From an optimization exercise on the open Yosys and OpenROAD flow, aimed at small area; shortcuts taken in it are not production practice. Function was checked by simulation only, so behaviour that the tests miss may differ from the original. The flow treats the clock pin as an ideal source, which a real chip does not have. Power figures rest on the tool's default switching activity, not on a simulated workload.

==> flow/design.v <==
module sstv_pixel (
    input   [11:0]  freq,
    output  [1:0] color
);
    wire gt1700 = (freq > 12'd1700);
    wire gt1900 = (freq > 12'd1900);
    wire gt2100 = (freq > 12'd2100);
    assign color[1] = gt1900;
    assign color[0] = gt2100 || (gt1700 && !gt1900);
endmodule
module sstv_cal (
    input   clk,
    input   reset,
    input   frame_active,
    input   [11:0] freq,
    output  reg cal_active,
    output  reg cal_ok
);
    localparam [1:0] ST_IDLE  = 2'd0;
    localparam [1:0] ST_LEAD_A = 2'd1;
    localparam [1:0] ST_BREAK = 2'd2;
    localparam [1:0] ST_LEAD_B = 2'd3;
    localparam [15-1:0] SEED     = 15'd23726;   
    localparam [15-1:0] C_LEADER = 15'd32703;   
    localparam [15-1:0] C_BREAK  = 15'd24511;   
    reg [1:0]     state;
    reg [1:0]     next_state;
    reg [15-1:0]    cnt;
    reg           cnt_past;
    wire f1900 = (freq == 12'd1900);
    wire f1200 = (freq == 12'd1200);
    wire in_break = (state == ST_BREAK);
    wire tone = in_break ? f1200 : ((state != ST_IDLE) && f1900);
    wire at_thr = in_break ? (cnt == C_BREAK) : (cnt == C_LEADER);
    wire cnt_ge = cnt_past || at_thr;
    always @(*) begin
        case (state)
            ST_IDLE:   next_state = (f1900 && !frame_active) ? ST_LEAD_A : ST_IDLE;
            ST_LEAD_A: next_state = f1900 ? ST_LEAD_A :
                                    ((f1200 && cnt_ge) ? ST_BREAK : ST_IDLE);
            ST_BREAK:  next_state = f1200 ? ST_BREAK :
                                    ((f1900 && cnt_ge) ? ST_LEAD_B : ST_IDLE);
            default:   next_state = f1900 ? ST_LEAD_B : ST_IDLE;
        endcase
    end
    always @(posedge clk) begin
        state    <= reset ? ST_IDLE : next_state;
        cnt      <= tone ? {cnt[15-2:0], cnt[14] ^ cnt[13]} : SEED;
        cnt_past <= tone && cnt_ge;
    end
    always @(posedge clk)
        if (reset) begin
            cal_active <= 1'b0;
            cal_ok     <= 1'b0;
        end else begin
            cal_active <= (state != ST_IDLE);
            if (state == ST_LEAD_A)
                cal_ok <= 1'b0;
            else if ((state == ST_LEAD_B) && !f1900)
                cal_ok <= cnt_ge;
        end
endmodule
module sstv_vis (
    input   clk,
    input   reset,
    input   [11:0]  freq,
    input   cal_ok,
    output  reg [6:0] vis_code,
    output  reg valid
);
    localparam [1:0] ST_IDLE = 2'd0;
    localparam [1:0] ST_SYNC = 2'd1;
    localparam [1:0] ST_RECV = 2'd2;
    localparam [1:0] ST_PAR  = 2'd3;
    localparam [12-1:0] SEED   = 12'd3505;   
    localparam [12-1:0] V_HALF = 12'd4081;   
    localparam [12-1:0] V_FULL = 12'd3839;   
    reg [1:0]  state;
    reg [1:0]  next_state;
    reg [12-1:0] cnt;
    reg [8:0]  sr;
    reg        par;      
    wire f1100 = (freq == 12'd1100);
    wire f1200 = (freq == 12'd1200);
    wire f1300 = (freq == 12'd1300);
    wire at_half = (cnt == V_HALF);
    wire at_full = (cnt == V_FULL);
    wire all_bits = sr[0];
    always @(*) begin
        case (state)
            ST_IDLE: next_state = (cal_ok && f1200) ? ST_SYNC : ST_IDLE;
            ST_SYNC: next_state = at_full ? (all_bits ? ST_PAR : ST_RECV) :
                                  ((at_half && !f1200) ? ST_IDLE : ST_SYNC);
            ST_RECV: next_state = at_half ? ((f1100 || f1300) ? ST_RECV : ST_IDLE) :
                                  ((all_bits && at_full) ? ST_SYNC : ST_RECV);
            default: next_state = cal_ok ? ST_PAR : ST_IDLE;
        endcase
    end
    wire cnt_step = (state == ST_IDLE) ? f1200 :
                    ((state != ST_PAR) && !at_full);
    always @(posedge clk) begin
        state <= reset ? ST_IDLE : next_state;
        cnt   <= cnt_step ? {cnt[12-2:0], cnt[11] ^ cnt[10]} : SEED;
        if (state == ST_IDLE)
            sr <= 9'h100;
        else if ((state == ST_RECV) && at_half)
            sr <= {f1100, sr[8:1]};
        par <= (state != ST_IDLE) && (par ^ ((state == ST_RECV) && at_half && f1100));
    end
    always @(posedge clk)
        if (reset) begin
            vis_code <= 7'd0;
            valid    <= 1'b0;
        end else if (state == ST_SYNC) begin
            valid    <= 1'b0;
        end else if ((state == ST_PAR) && !par) begin
            vis_code <= sr[7:1];
            valid    <= 1'b1;
        end
endmodule
module sstv #(
    parameter simulate = 1
)   (
    input clk,
    input reset,
    input [11:0] freq,
    output  reg vid_write,
    output  [14:0]  vid_addr,
    output  reg [1:0]   vid_pixel,
    output  [6:0]   vis_code,
    output  vis_valid
);
    wire cal_active;
    wire cal_ok;
    localparam [1:0] SSTV_IDLE  = 2'd0;
    localparam [1:0] SSTV_CAL   = 2'd1;
    localparam [1:0] SSTV_VIS   = 2'd2;
    localparam [1:0] SSTV_FRAME = 2'd3;
    reg [1:0]   sstv_state;
    reg [1:0]   next_sstv_state;
    reg [5:0]   delay_counter;
    reg [6:0]   sstv_row;    
    reg [7:0]   col_r;       
    wire [1:0]  pixel_data;
    wire f_hsync  = (freq == 12'd1200);
    wire f_pixel  = (freq >= 12'd1500) && (freq <= 12'd2300);
    wire frame    = (sstv_state == SSTV_FRAME);
    wire col_clr  = (delay_counter == 6'd0);
    wire [7:0] col = col_clr ? 8'd0 : col_r;
    wire row_end  = &sstv_row[6:3];                           
    wire col_end  = col_r[7] && (&col_r[4:0]) && !col_clr;    
    wire dly_mid  = delay_counter[4] && !delay_counter[3] && !delay_counter[2] &&
                    !delay_counter[1] && delay_counter[0];    
    wire dly_end  = delay_counter[5] && delay_counter[1] && delay_counter[0];   
    always @(*)
        case (sstv_state)
            SSTV_IDLE:  next_sstv_state = cal_active ? SSTV_CAL : SSTV_IDLE;
            SSTV_CAL:   next_sstv_state = cal_active ? SSTV_CAL :
                                          (cal_ok ? SSTV_VIS : SSTV_IDLE);
            SSTV_VIS:   next_sstv_state = vis_valid ? SSTV_FRAME :
                                          (cal_ok ? SSTV_VIS : SSTV_IDLE);
            default:    next_sstv_state = ((!cal_active && !cal_ok) || row_end) ?
                                          SSTV_IDLE : SSTV_FRAME;
        endcase
    always @(posedge clk)
        sstv_state <= reset ? SSTV_IDLE : next_sstv_state;
    wire pix_step = frame && f_pixel;
    wire advance  = pix_step && dly_end;
    always @(posedge clk) begin
        if (reset || (sstv_state == SSTV_IDLE)) begin
            sstv_row  <= 7'd0;
            col_r     <= 8'd0;
            vid_write <= 1'b0;
        end else if (frame) begin
            if (f_hsync) begin
                col_r   <= col;
            end else begin
                if (advance) begin
                    col_r    <= col_end ? 8'd0 : col + 8'd1;
                    sstv_row <= sstv_row + {6'd0, col_end};
                end else
                    col_r    <= col;
            end
            if (f_pixel)
                vid_write <= dly_mid;
        end
        if (frame && f_hsync)
            delay_counter <= 6'd0;
        else if ((sstv_state == SSTV_IDLE) || advance)
            delay_counter <= 6'd1;
        else if (pix_step)
            delay_counter <= {delay_counter[5:1], delay_counter[0] | col_clr} + 6'd1;
        if (pix_step && dly_mid)
            vid_pixel <= pixel_data;
    end
    assign vid_addr = {sstv_row, 7'd0} + {2'd0, sstv_row, 5'd0} + {7'd0, col_r};
    sstv_cal CAL (
        .clk(clk),
        .reset(reset),
        .frame_active(frame),
        .freq(freq),
        .cal_active(cal_active),
        .cal_ok(cal_ok)
    );
    sstv_vis VIS (
        .clk(clk),
        .reset(reset),
        .freq(freq),
        .cal_ok(cal_ok),
        .vis_code(vis_code),
        .valid(vis_valid)
    );
    sstv_pixel PIX (
        .freq(freq),
        .color(pixel_data)
    );
endmodule
==> flow/flow/run.sh <==
#!/bin/bash
# Own layout flow: the standard flow (standard.sh) with
#  - no full/half-adder extraction before ABC (ADDER_MAP_FILE empty), and
#    ABC's combinational mapping run with an area script (with &deepsyn) (flow/area.abc,
#    via flow/own_synth.tcl); registers are untouched,
#  - port buffers of the smallest buffer (buf_1) instead of clkdlybuf4s50_1,
#  - clock tree of clkbuf_4 cells without dummy loads; flow/post_cts.tcl
#    upsizes any clock buffer whose flip-flop clock pins see a large slew.
# standard.sh's full output goes to own_flow.log in this folder; ORFS's
# per-step logs stay under orfs/logs.
set -euo pipefail
W=$(pwd)
export OWN_WORK=$W
export OWN_ABC_SCRIPT=$W/flow/area.abc
bash "$W/standard.sh" \
  SYNTH_SCRIPT="$W/flow/own_synth.tcl" \
  ADDER_MAP_FILE= \
  "BUFFER_PORTS_ARGS=-buffer_cell sky130_fd_sc_hd__buf_1" \
  "CTS_ARGS=-sink_clustering_enable -repair_clock_nets -dont_use_dummy_load -buf_list sky130_fd_sc_hd__clkbuf_4" \
  POST_CTS_TCL="$W/flow/post_cts.tcl" \
  finish > "$W/own_flow.log" 2>&1
==> flow/flow/area.abc <==
strash
&get -n
&fraig -x
&put
scorr
dc2
&get -n
&deepsyn -T 60
&put
strash
dch -f
amap
strash
dch -f
amap
strash
dch -f
amap
==> flow/flow/own_synth.tcl <==
# The standard synthesis (synth_recipe.tcl), with ABC's combinational mapping
# run with an area-oriented script (flow/area.abc) instead of ORFS's speed script.
# Registers are untouched: abc runs without -dff.
proc abc {args} {
  set i [lsearch $args -script]
  if {$i >= 0} { lset args [expr {$i + 1}] $::env(OWN_ABC_SCRIPT) }
  yosys abc {*}$args
}
source $::env(OWN_WORK)/synth_recipe.tcl
==> flow/flow/post_cts.tcl <==
estimate_parasitics -placement
set changed 1
set rounds 0
while {$changed && $rounds < 4} {
  set changed 0
  incr rounds
  set seen {}
  foreach pin [get_pins -hierarchical */CLK] {
    set s [get_property $pin slew_max]
    if {$s <= 0.112} { continue }
    set net [get_nets -of_objects $pin]
    foreach drv [get_pins -of_objects $net -filter "direction == output"] {
      set inst [get_cells -of_objects $drv]
      set name [get_full_name $inst]
      if {[lsearch $seen $name] >= 0} { continue }
      lappend seen $name
      set ref [get_property $inst ref_name]
      set up ""
      if {$ref eq "sky130_fd_sc_hd__clkbuf_2"} { set up sky130_fd_sc_hd__clkbuf_4 }
      if {$ref eq "sky130_fd_sc_hd__clkbuf_4"} { set up sky130_fd_sc_hd__clkbuf_8 }
      if {$ref eq "sky130_fd_sc_hd__clkbuf_8"} { set up sky130_fd_sc_hd__clkbuf_16 }
      if {$up ne ""} {
        puts "post_cts: $name $ref -> $up (clock pin slew [format %.3f $s] ns)"
        replace_cell $inst $up
        set changed 1
      }
    }
  }
  estimate_parasitics -placement
}
detailed_placement
check_placement -verbose
==> flow/standard.sh <==
#!/bin/bash
# synth_recipe.tcl (not shown) runs the flow's synth.tcl, then flattens the netlist and writes it again
# the make line also repeats each setting of config.mk as NAME=value (left out here)
make -C /OpenROAD-flow-scripts/flow DESIGN_CONFIG=/design/flow/config.mk WORK_HOME=/design/flow/orfs CLKGATE_MAP_FILE= SYNTH_SCRIPT=/design/flow/synth_recipe.tcl "${@:-finish}"
==> flow/config.mk <==
export PLATFORM = sky130hd
export DESIGN_NAME = sstv
export DESIGN_NICKNAME = sstv
export VERILOG_FILES = /design/flow/design.v
export SDC_FILE = /design/flow/constraint.sdc
export NUM_CORES = 4
export LEC_CHECK = 0
export CAP_MARGIN = 20
export CORE_MARGIN = 2
export CORE_UTILIZATION = 50
export SLEW_MARGIN = 20
==> flow/constraint.sdc <==
create_clock -name core_clock -period 10.0 [get_ports {clk}]
set_input_delay 2.0000 -clock core_clock [delete_from_list [all_inputs] [get_ports {clk}]]
set_output_delay 2.0000 -clock core_clock [all_outputs]
set_load 0.01 [all_outputs]
==> results of run 1 <==
[power breakdown]
part           leakage (nW)  internal, W  switching (W)
logic                 0.449   0.00000336     0.00000718
clock network        0.0492    0.0000545      0.0000887
registers             0.631     0.000312    0.000000152
[layout make-up]
type                    instances  area [sq um]  share of cell area [%]
inverters                      60           225                    6.44
repair buffers                 39           146                    4.18
flip-flops and latches         78          1580                    45.2
clock buffers                   9          86.3                    2.47
well taps                      77          96.3                    2.75
multi-input cells             260          1360                    38.9
[placed cells by master (no fill, tap or decap), types with 2 or more instances in the layout]
cell type,instances
dfxtp_1,76
nor4_1,3
clkbuf_4,6
or3_1,5
o22ai_1,17
a211oi_1,9
nand3_1,3
or2_0,18
nor2_1,73
and3_1,4
nand4_1,3
edfxtp_1,2
o21a_1,6
o21ai_0,26
nand2_1,32
nor3_1,13
nor2b_1,7
and2_0,3
buf_1,39
a31oi_1,7
o41ai_1,2
a21oi_1,11
clkbuf_8,3
clkinv_1,60
or4_1,4
[through the flow]
step | setup slack, ns | hold slack (ns) | util [%] | power (W) | cells
floorplan | 5.02 | 0.404 | - | 0.000324 | 403
global placement | 4.56 | 0.415 | 54.3 | 0.000330 | 514
detailed placement | 4.41 | 0.424 | 54.3 | 0.000329 | 514
global route | 4.24 | 0.421 | 55.7 | 0.000487 | 523
finish | 4.77 | 0.415 | 55.7 | 0.000466 | 523
[sequential cells by signal (all words and copies together) (netlist names), 6 cells and up]
register,flops
CAL.cnt,15
VIS.cnt,12
VIS.sr,9
col_r,8
VIS.vis_code,7
sstv_row,7
delay_counter,6
[metal layers]
metal / global-route usage, % / vias up / part of all wire, %
met3: 3.46 / 15 / 3.6
li1: - / 1465 / -
met2: 27.7 / 59 / 43
met1: 23.9 / 1173 / 52
met5: 0 / - / 0
met4: 8.65 / 0 / 2.3
[tightest hold or removal path: cells and delay by family, from the launching register on]
family	cells	cell delay (ns)
flops	1	0.30
buf+inv	1	0.05
simple gates	1	0.04
[path summary, 6_finish.rpt]
path	endpoint	slack, ns
min reg2reg	VIS.cnt[1]	0.41
min	VIS.cnt[1]	0.41
max reg2reg	sstv_row[6]	6.52
max	sstv_row[6]	4.77
[cells by family after synthesis]
group	synth area share, %
and+or+nand+nor	24.2
AOI/OAI and AO/OA	18.2
buffers and inverters	8.21
DFF	49.4
==> parameters.txt, run 1 <==
Parameter                              Value

Critical path
  Number of buffers and inverters on the critical path ... 2
  Largest driver fanout on the critical path ... 6
  Required time of the critical path ... 10.31 ns
  CP max-delay cell ... or4_1
  Nature of the critical path endpoint ... register
  Dominant cell type by count on the critical path ... nor2_1
  Depth of the worst register-to-register path ... 19
  Classification of the worst setup path ... input port to register
  Slowest stage delay, CP ... 0.53 ns
  Arrival time at the worst endpoint ... 5.54 ns
  Startpoint types ... input port
  Instance count on the critical path ... 20
  Launch instance of the worst register-to-register path ... sstv_state[1]
  Cell family contributing the most delay on the critical path ... simple AND/OR/NAND/NOR gates
  Critical path, cell by cell ... buf_1, or4_1, a31oi_1, o21ai_0, clkinv_1, o21ai_0, nor2_1, and2_0, and3_1, and3_1, nand2_1, nor2_1, nand2_1, nor2_1, nand2_1, nor2_1, nand2_1, nor2_1, nor2_1, a211oi_1
  Critical path startpoint ... freq[8]

Hold path
  Worst hold start ... VIS.cnt[0]
  Cell depth of the worst min-delay path ... 2
  Worst hold path class ... register to register

GRT
  Initial antenna violation count ... 0
  Vias in the first global route ... 2,479
  Total global-route track usage ... 17.9%
  Global-route wire length before repair ... 10.4 mm
  Largest net degree at the start of global routing ... 17
  Total gr overflow ... 0

Detailed routing
  Routed WL per cell ... 11.3 um
  Total wire length ... 5.89 mm
  DRT iter0 DRCs ... 47
  Via density per instance ... 5.19
  Residual DRC count ... 0
  Vias ... 2,712
  Iteration count of the initial detailed-routing pass ... 4
  ANT nets after route ... 0

Logic synthesis
  Cell count after synthesis ... 403
  Number of enable-type register cells in the synthesized netlist ... 2
  Commonest cells in the synthesized netlist ... dfxtp_1 (76), nor2_1 (73), clkinv_1 (60), nand2_1 (32), o21ai_0 (27)
  Most repeated cell in the gate-level netlist after synthesis ... dfxtp_1
  Number of warning messages in the yosys log ... 3
  Fraction of the yosys area taken by sequential cells ... 49.4%
  Share of synthesized registers carrying an async set or reset ... 0%
  Area share of the largest cell type after synthesis ... 47.5%
  Cell area after synthesis ... 3200 sq um
  Unique masters post-synth ... 35
  Dominant cell type by area after synthesis ... dfxtp_1
  Synth area leaders ... dfxtp_1 (48%), nor2_1 (8.6%), clkinv_1 (7.0%)
  Net count after synthesis ... 417
  Flip-flop and latch count after synthesis ... 78
  Mean area per synthesized cell ... 7.94 sq um
  Predominant post-synthesis flop cell ... dfxtp_1

Timing
  Max_slew headroom ... 44.8%
  Final Cycle Share ... 52.3%
  Number of setup violations in the final report ... 0
  Fmax ... 191 MHz
  Worst Tran Pin Value ... 0.820 ns
  Slew Viols, Final ... 0
  Time the final worst path needs with I/O delays and setup ... 5.23 ns
  Worst Clk Skew ... 0.0166 ns
  RSZ-0062 raised after global routing ... no
  Aggregate negative setup slack ... 0 ns
  Final hold violations ... 0

Status
  Status ... no timing/DRC/antenna violations

Final layout
  Area growth, synth to finish ... 9.30%
  Non-Filler Cell Area, Final ... 3500 sq um
  Total number of nets in the final design ... 462
  Fraction of layout instances using a drive strength above 1 ... 2.24%
  N_diodes ... 0
  Fill cell total of the finished layout ... 630

Run
  Max cap viols ... 0

Placement
  Detailed placement HPWL ... 4.52 mm
  Instance area at placement ... 3410 sq um
  RD Place Congestion ... 0.856
  Count of port buffers added during placement ... 39

Floorplan
  Core region area ... 6280 sq um
  Die Footprint ... 7060 sq um
  Die span in y ... 84.0 um
  Number of top-level design ports ... 40
  Width of the die ... 84.0 um
  Starting utilization of the core area ... 51.0%
  Placement row count ... 29

Clocking
  Clock-pin slew of the registers on the worst-case setup and hold paths ... 0.08 ns
  CTS Sinks ... 78
  CTS tree ... yes
  Insertion delay to the later sink of the worst-skew pair ... 0.40 ns

Power and ir drop
  Leakage power total ... 1.13 nW
  VDD IR-drop max ... 0.0000866 V
  Total power per unit cell area ... 133 nW/um^2
==> inputs of run 2 (changes only) <==
--- a/flow/config.mk
+++ b/flow/config.mk
@@ -9,3 +9,3 @@
 export CORE_MARGIN = 2
-export CORE_UTILIZATION = 50
+export CORE_UTILIZATION = 40
 export SLEW_MARGIN = 20
==> run 2 against run 1 <==
  * Still clean on timing, DRC and antenna
  * Register-to-register slack got worse by 0.02 ns
  * Sequential power barely moved
  * Clock power barely moved
  * Final cell count rose by 4.8%
  * Hold slack improved by 0.018 ns
  * Global-route usage fell by 3.1 points
  * Sequential share of layout area fell by 0.32 points
  * First-iteration DRC count rose by 94%
  * Clock-buffer cell count did not move
  * Synthesized cell count did not move
  * Clock skew rose by 0.0091 ns
  * Largest cell class unchanged
  * Highest routed layer unchanged
==> parameters.txt, run 2 <==
Parameter                              Value

Status
  Status ... no timing/DRC/antenna violations

Placement
  RD Place Congestion ... 0.841 (-1.8%)
  Post-place setup slack ... 4.42 ns (+0.0118 ns)
  Count of port buffers added during placement ... 39 (unchanged)
  Detailed placement HPWL ... 4.60 mm (+1.7%)

Timing
  Worst Tran Pin Value ... 1.03 ns (+0.214 ns)
  Fmax ... 191 MHz (-0.24%)
  Time the final worst path needs with I/O delays and setup ... 5.24 ns (+0.0127 ns)
  Worst Clk Skew ... 0.0257 ns (+0.00907 ns)
  Max_slew headroom ... 31.1% (-14 points)
  Final hold violations ... 0 (unchanged)
  Number of setup violations in the final report ... 0 (unchanged)
  Aggregate negative setup slack ... 0 ns (unchanged)
  RSZ-0062 raised after global routing ... no
  Final Cycle Share ... 52.4% (+0.13 points)
  Fin worst setup slack ... 4.76 ns (-0.0127 ns)
  Slew Viols, Final ... 0 (unchanged)

Final layout
  Largest register FFs ... 15 (unchanged)
  Fraction of layout instances using a drive strength above 1 ... 2.02% (-0.22 points)
  N_diodes ... 0 (unchanged)
  Area of the multi-input gates ... 1360 sq um (-0.46%)
  Storage element area ... 1580 sq um (unchanged)
  Largest registers ... CAL.cnt (15), VIS.cnt (12), VIS.sr (9)
  Fill cell total of the finished layout ... 841 (+33%)
  Leading cell type in the layout, fill and taps excluded ... dfxtp_1
  Largest reg by FF count ... CAL.cnt
  Leading cell types in the layout, fill and taps excluded ... dfxtp_1 (76), nor2_1 (73), clkinv_1 (60)
  Fin util ... 45.6% (-10 points)
  Area growth, synth to finish ... 10.1%
  Total number of nets in the final design ... 462 (unchanged)

Power and ir drop
  Overall Power ... 0.000467 W (+0.28%)
  VDD IR-drop max ... 0.0000621 V (-28%)
  Total power per unit cell area ... 133 nW/um^2 (-0.44%)
  Leakage power total ... 1.13 nW (about the same)

Detailed routing
  Routed WL per cell ... 11.1 um (-1.7%)
  Iteration count of the initial detailed-routing pass ... 4 (unchanged)
  Residual DRC count ... 0 (unchanged)
  DRT iter0 DRCs ... 91 (+94%)
  Via density per instance ... 4.94 (-4.7%)
  Vias ... 2,708 (-0.15%)
  Total wire length ... 6.07 mm (+3.0%)
  ANT nets after route ... 0 (unchanged)

Logic synthesis
  Unique masters post-synth ... 35 (unchanged)
  Dominant cell type by area after synthesis ... dfxtp_1
  Cell count after synthesis ... 403 (unchanged)
  Predominant post-synthesis flop cell ... dfxtp_1
  Number of enable-type register cells in the synthesized netlist ... 2 (unchanged)
  Cell area after synthesis ... 3200 sq um (unchanged)
  Net count after synthesis ... 417 (unchanged)
  Mean area per synthesized cell ... 7.94 sq um (unchanged)
  Most repeated cell in the gate-level netlist after synthesis ... dfxtp_1
  Fraction of the yosys area taken by sequential cells ... 49.4% (unchanged)
  Synth area leaders ... dfxtp_1 (48%), nor2_1 (8.6%), clkinv_1 (7.0%)
  Area share of the largest cell type after synthesis ... 47.5% (unchanged)
  Commonest cells in the synthesized netlist ... dfxtp_1 (76), nor2_1 (73), clkinv_1 (60), nand2_1 (32), o21ai_0 (27)
  Share of synthesized registers carrying an async set or reset ... 0% (unchanged)
  Number of warning messages in the yosys log ... 3 (unchanged)
  Flip-flop and latch count after synthesis ... 78 (unchanged)

Critical path
  Largest driver fanout on the critical path ... 3 (-3)
  Classification of the worst setup path ... register to output pin
  Nature of the critical path endpoint ... output pin
  Launch instance of the worst register-to-register path ... sstv_state[1]
  Arrival time at the worst endpoint ... 3.24 ns (-2.30 ns)
  Required time of the critical path ... 8.00 ns (-2.31 ns)
  Startpoint types ... register
  Critical path startpoint ... col_r[5]
  Depth of the worst register-to-register path ... 19 (unchanged)

GRT
  Initial antenna violation count ... 0 (unchanged)
  Total global-route track usage ... 14.8% (-3.1 points)
  Largest net degree at the start of global routing ... 17 (unchanged)
  Vias in the first global route ... 2,415 (-2.6%)
  Total gr overflow ... 0 (unchanged)
  Global-route wire length before repair ... 10.4 mm (+0.26%)

Floorplan
  Width of the die ... 93.5 um (+11%)
  Number of top-level design ports ... 40 (unchanged)
  Core region area ... 7730 sq um (+23%)
  Starting utilization of the core area ... 41.4% (-9.6 points)
  Die Footprint ... 8730 sq um (+24%)
  Die span in y ... 93.5 um (+11%)
  Placement row count ... 32 (+10%)

Clocking
  CTS tree ... yes
  Clock-pin slew of the registers on the worst-case setup and hold paths ... 0.10 ns (+0.02 ns)
  Insertion delay to the later sink of the worst-skew pair ... 0.42 ns (+0.02 ns)
  CTS Sinks ... 78 (unchanged)

Hold path
  Worst hold start ... VIS.cnt[0]
  Worst hold path class ... register to register
  Cell depth of the worst min-delay path ... 2 (unchanged)

Run
  Max cap viols ... 0 (unchanged)
## run 2: cell counts after synthesis
Identical to the previous run, type by type.
## run 2: layer usage
layer / wire (um) / part of all wire [%] / track usage [%]
met3: 279 / 4.6 / 4.19
met4: 61 / 1.0 / 5.15
met5: 0 / 0 / 0
met1: 3120 / 51 / 19.8
met2: 2610 / 43 / 22.8
## run 2: kinds of logic after synthesis
logic type,count (synthesis),synth area share (%)
AO/OA/AOI/OAI,92,18.2
buffers and inverters,65,8.21
flip-flops,78,49.4
AND/OR/NAND/NOR,168,24.2
## run 2: power breakdown
group	internal, W	switching [W]
Combinational	0.00000335	0.00000716
Sequential	0.000312	0.000000136
Clock	0.0000545	0.0000900
Total	0.000370	0.0000973
## run 2: path summary, 6_finish.rpt
path | end | slack, ns
worst max-delay path | vid_addr[13] | 4.76
worst min-delay path | VIS.cnt[1] | 0.43
worst max register to register | sstv_row[6] | 6.50
worst min register to register | VIS.cnt[1] | 0.43
## run 2: cell type report
type	count	area share [%]
clock buffers	9	2.45
repair buffers	39	4.15
multi-input cells	260	38.5
well taps	102	3.62
inverters	60	6.39
flip-flops and latches	78	44.9
## run 2: critical path: stages, from the launching register on
cell      delay, ns
dfxtp_1        0.36
clkinv_1       0.11
nor2_1         0.16
clkinv_1       0.09
nand2_1        0.08
nand2_1        0.09
nor2_1         0.17
a31oi_1        0.06
o21ai_0        0.10
nand2_1        0.09
o21ai_0        0.11
nor2_1         0.09
a21oi_1        0.18
nand2_1        0.09
and3_1         0.18
o22ai_1        0.18
and2_0         0.18
nor2_1         0.06
nand2_1        0.07
nand2_1        0.07
nor2_1         0.13
a21oi_1        0.05
buf_1          0.12
## run 2: through the flow
step	instance area, sq um	hold slack, ns	instances
after floorplan	3200	0.404	403
after global placement	3440	0.424	539
after detailed placement	3440	0.411	539
after global routing	3520	0.460	548
final	3520	0.433	548

[afterwards: timing with drivers on the ports]
No port has a modelled driver above. Below, the same layouts with a new extraction and two added sets of constraints. Step 1 (the two cells are an assumption about what drives the block):
set clk [get_ports {clk}]
set_driving_cell -lib_cell sky130_fd_sc_hd__clkbuf_16 $clk
set_driving_cell -lib_cell sky130_fd_sc_hd__buf_2 [delete_from_list [all_inputs] $clk]
Step 2 adds t to the input delays and takes it off the output delays; t is the mean of the earliest and latest rising clock arrival at the registers after step 1. Input paths then give back, and output paths get back, about the clock's delay inside the block. Three values: no drivers, after step 1, after step 2; two values: the first two.
run	t, ns	setup WS [ns]	pins driven straight from the clock port
run 1	0.418	4.770 / 4.758 / 4.361	1
run 2	0.429	4.757 / 4.730 / 4.389	1
After both steps every run listed still meets setup and hold. For run 1, which loses most, drivers alone change the setup slack by -0.012 ns; drivers and shift together by -0.409 ns.
